From an optimization exercise on the open Yosys and OpenROAD flow, aimed at small area and a short achievable clock period; shortcuts taken in it are not production practice.
The RTL was checked by simulation tests, not by an equivalence proof against the original design.

## v3
Design pe, start of the top module:
module pe (
    input wire clk,
    input wire rst,
    input wire [15:0] act,
    input wire [15:0] wgt,
    input wire store,
    input wire reuse,
    input wire [3:0] addr,
    input wire update_out,
    output reg [31:0] out
);
    reg [31:0] accg;              
    reg [31:0] bm_r;              
    reg [7:0] one, two, neg;      
    reg [15:0] r1, r2, r3;        
    reg start;
    wire [31:0] acc_next;
    wire a0 = addr == 4'd0;
    wire a1 = addr == 4'd1;
    wire a2 = addr == 4'd2;
    wire a3 = addr == 4'd3;
    wire [15:0] bm = ({16{~reuse}} & wgt) | ({16{reuse & a1}} & r1)
                   | ({16{reuse & a2}} & r2) | ({16{reuse & a3}} & r3);
    wire [31:0] bsel = rst ? 32'd0 : (reuse & a0) ? acc_next : {16'd0, bm};
    wire keep = ~rst & ~start;
    wire [17:0] ax = {1'b0, act, 1'b0};
    wire [7:0] one_d, two_d;
    genvar g;
    generate for (g = 0; g < 8; g = g + 1) begin : enc
        assign one_d[g] = ax[2*g+1] ^ ax[2*g];
        assign two_d[g] = (ax[2*g+2] & ~ax[2*g+1] & ~ax[2*g]) | (~ax[2*g+2] & ax[2*g+1] & ax[2*g]);
    end endgenerate
    wire [32:0] Bx = {bm_r, 1'b0};
    wire [31:0] pp0;
    wire [29:0] pp1;
    wire [27:0] pp2;
    wire [25:0] pp3;
    wire [23:0] pp4;
    wire [21:0] pp5;
    wire [19:0] pp6;
    wire [17:0] pp7;
    generate for (g = 0; g < 32; g = g + 1) begin : pp
        if (g > 0 && g < 32) pe_bsel b0 (.one(one[0]), .two(two[0]), .neg(neg[0]), .b1(Bx[g+1]), .b0(Bx[g]), .p(pp0[g]));
        if (g > 0 && g < 30) pe_bsel b1 (.one(one[1]), .two(two[1]), .neg(neg[1]), .b1(Bx[g+1]), .b0(Bx[g]), .p(pp1[g]));
  ...
Size: about 1,400 cells after synthesis, about 73 I/O pins.
Settings: LEC_CHECK=0, CAP_MARGIN=20, CORE_MARGIN=2, CORE_UTILIZATION=60, PLACE_DENSITY=0.75, SETUP_SLACK_MARGIN=5, SLEW_MARGIN=20, SYNTH_HIERARCHICAL=1; clock period 11.0 ns.
standard.sh (not shown) runs the stock make flow with config.mk's settings and CLKGATE_MAP_FILE= SYNTH_SCRIPT=/design/flow/synth_recipe.tcl, a recipe that flattens the netlist after the stock synthesis.
==> flow/flow/run.sh <==
#!/bin/bash
# Layout flow. Synthesis is the standard synthesis, unchanged. After the floorplan,
# every combinational cell is set to its smallest drive strength (downsize.tcl); the rest
# is the standard layout, with the ports buffered by buf_2 cells and timing repair
# aiming at 7.2 ns of setup slack, so that it upsizes only the cells the timing needs.
# After the global-route repair, recover.tcl sets cells back to smaller drive strengths
# where that does not lower the worst setup slack (recover_hook.tcl).
# Each step's full output goes to its own log file in this folder.
set -euo pipefail
here=$(pwd)
bash standard.sh synth > synth.log 2>&1
bash standard.sh floorplan > floorplan.log 2>&1
odb=$(ls $here/orfs/results/*/pe/base/2_floorplan.odb)
DS_ODB=$odb openroad -no_init -exit flow/downsize.tcl > downsize.log 2>&1
bash standard.sh 'BUFFER_PORTS_ARGS=-buffer_cell sky130_fd_sc_hd__buf_2' SETUP_SLACK_MARGIN=7.2 POST_GLOBAL_ROUTE_TCL=$here/flow/recover_hook.tcl finish > layout.log 2>&1
Other scripts of this flow, unchanged in this note and not shown: flow/flow/downsize.tcl, flow/flow/recover.tcl, flow/flow/recover_hook.tcl
Having completed the whole flow, v3 delivered a layout that passed the timing, design-rule and antenna checks.
> inputs changed (v3 -> v25)
==> flow/flow/run.sh <==
#!/bin/bash
# Layout flow. Synthesis is the standard synthesis, unchanged. After the floorplan,
# every combinational cell is set to its smallest drive strength (downsize.tcl); the rest
# is the standard layout, with the ports buffered by buf_2 cells and timing repair
# aiming at 6.6 ns of setup slack, so that it upsizes only the cells the timing needs.
# After the global-route repair, recover.tcl sets cells back to smaller drive strengths
# where that does not lower the worst setup slack (recover_hook.tcl).
# Each step's full output goes to its own log file in this folder.
set -euo pipefail
here=$(pwd)
bash standard.sh synth > synth.log 2>&1
bash standard.sh floorplan > floorplan.log 2>&1
odb=$(ls $here/orfs/results/*/pe/base/2_floorplan.odb)
DS_ODB=$odb openroad -no_init -exit flow/downsize.tcl > downsize.log 2>&1
bash standard.sh 'BUFFER_PORTS_ARGS=-buffer_cell sky130_fd_sc_hd__buf_2' SETUP_SLACK_MARGIN=6.6 POST_GLOBAL_ROUTE_TCL=$here/flow/recover_hook.tcl finish > layout.log 2>&1
==> results.txt <==
Via count is higher on v3. Per the comparison of v25 with v3, fraction of area in clock buffers and inverters level, number of buffers inserted by post-CTS setup repair lost 6, register-to-register setup slack now smaller. Shortest period the worst path allows came out higher on v25 than on v3. Per the comparison of v25 with v3, post-cts gate resize count saw a decrease, total wire length shows no meaningful change.
Edits applied to the flow inputs when going from v25 to v1:
==> flow/flow/run.sh <==
#!/bin/bash
# Layout flow. Synthesis is the standard synthesis, unchanged. After the floorplan,
# every combinational cell is set to its smallest drive strength (downsize.tcl); the rest
# is the standard layout, with the ports buffered by buf_2 cells and timing repair
# aiming at 6 ns of setup slack, so that it upsizes only the cells the timing needs.
# After the global-route repair, recover.tcl sets cells back to smaller drive strengths
# where that does not lower the worst setup slack (recover_hook.tcl).
# Each step's full output goes to its own log file in this folder.
set -euo pipefail
here=$(pwd)
bash standard.sh synth > synth.log 2>&1
bash standard.sh floorplan > floorplan.log 2>&1
odb=$(ls $here/orfs/results/*/pe/base/2_floorplan.odb)
DS_ODB=$odb openroad -no_init -exit flow/downsize.tcl > downsize.log 2>&1
bash standard.sh 'BUFFER_PORTS_ARGS=-buffer_cell sky130_fd_sc_hd__buf_2' SETUP_SLACK_MARGIN=6 POST_GLOBAL_ROUTE_TCL=$here/flow/recover_hook.tcl finish > layout.log 2>&1
## What came out
v1 vs v25: utilization of the core after routing down in v1
Lower final critical-path share of the clock period among v25 and v1: v1
v25 closes out successfully: all stages finished, all timing, DRC and antenna checks passed.
v1 ran to completion and came out clean on the timing, design-rule and antenna checks.
v1 and v25 ended up with roughly the same die span in y.
v1 against v25: maximum frequency climbed 3.4 MHz, shortest period the worst path allows dropped 0.086 ns.
v1: met1 global-route usage is 0.95 points lower than what v25 reported.

re-timing with driven ports:
No port has a modelled driver above. Below, the same layouts with a new extraction and two added sets of constraints.
Step 1 (the two cells are an assumption about what drives the block):
set clk [get_ports {clk}]
set_driving_cell -lib_cell sky130_fd_sc_hd__clkbuf_16 $clk
set_driving_cell -lib_cell sky130_fd_sc_hd__buf_2 [delete_from_list [all_inputs] $clk]
Step 2 also shifts input and output timing later by t, the mid clock arrival at the registers, as if the neighbouring blocks saw the same clock.
Slacks: no drivers / after step 1 / after step 2; pairs: no drivers / after step 1.
| run | t, ns | setup slack, ns | worst hold slack (ns) | worst setup path after step 2 | slew at the worst register clock pin (ns) |
|---|---|---|---|---|---|
| v3 | 0.482 | 5.980 / 5.980 / 5.980 | 0.471 / 0.471 / 0.471 | register to register | 0.10 / 0.10 |
| v25 | 0.483 | 5.955 / 5.955 / 5.955 | 0.473 / 0.473 / 0.473 | register to register | 0.10 / 0.10 |
| v1 | 0.481 | 6.041 / 6.041 / 6.041 | 0.473 / 0.473 / 0.473 | register to register | 0.10 / 0.10 |
After both steps every run listed still meets setup and hold.
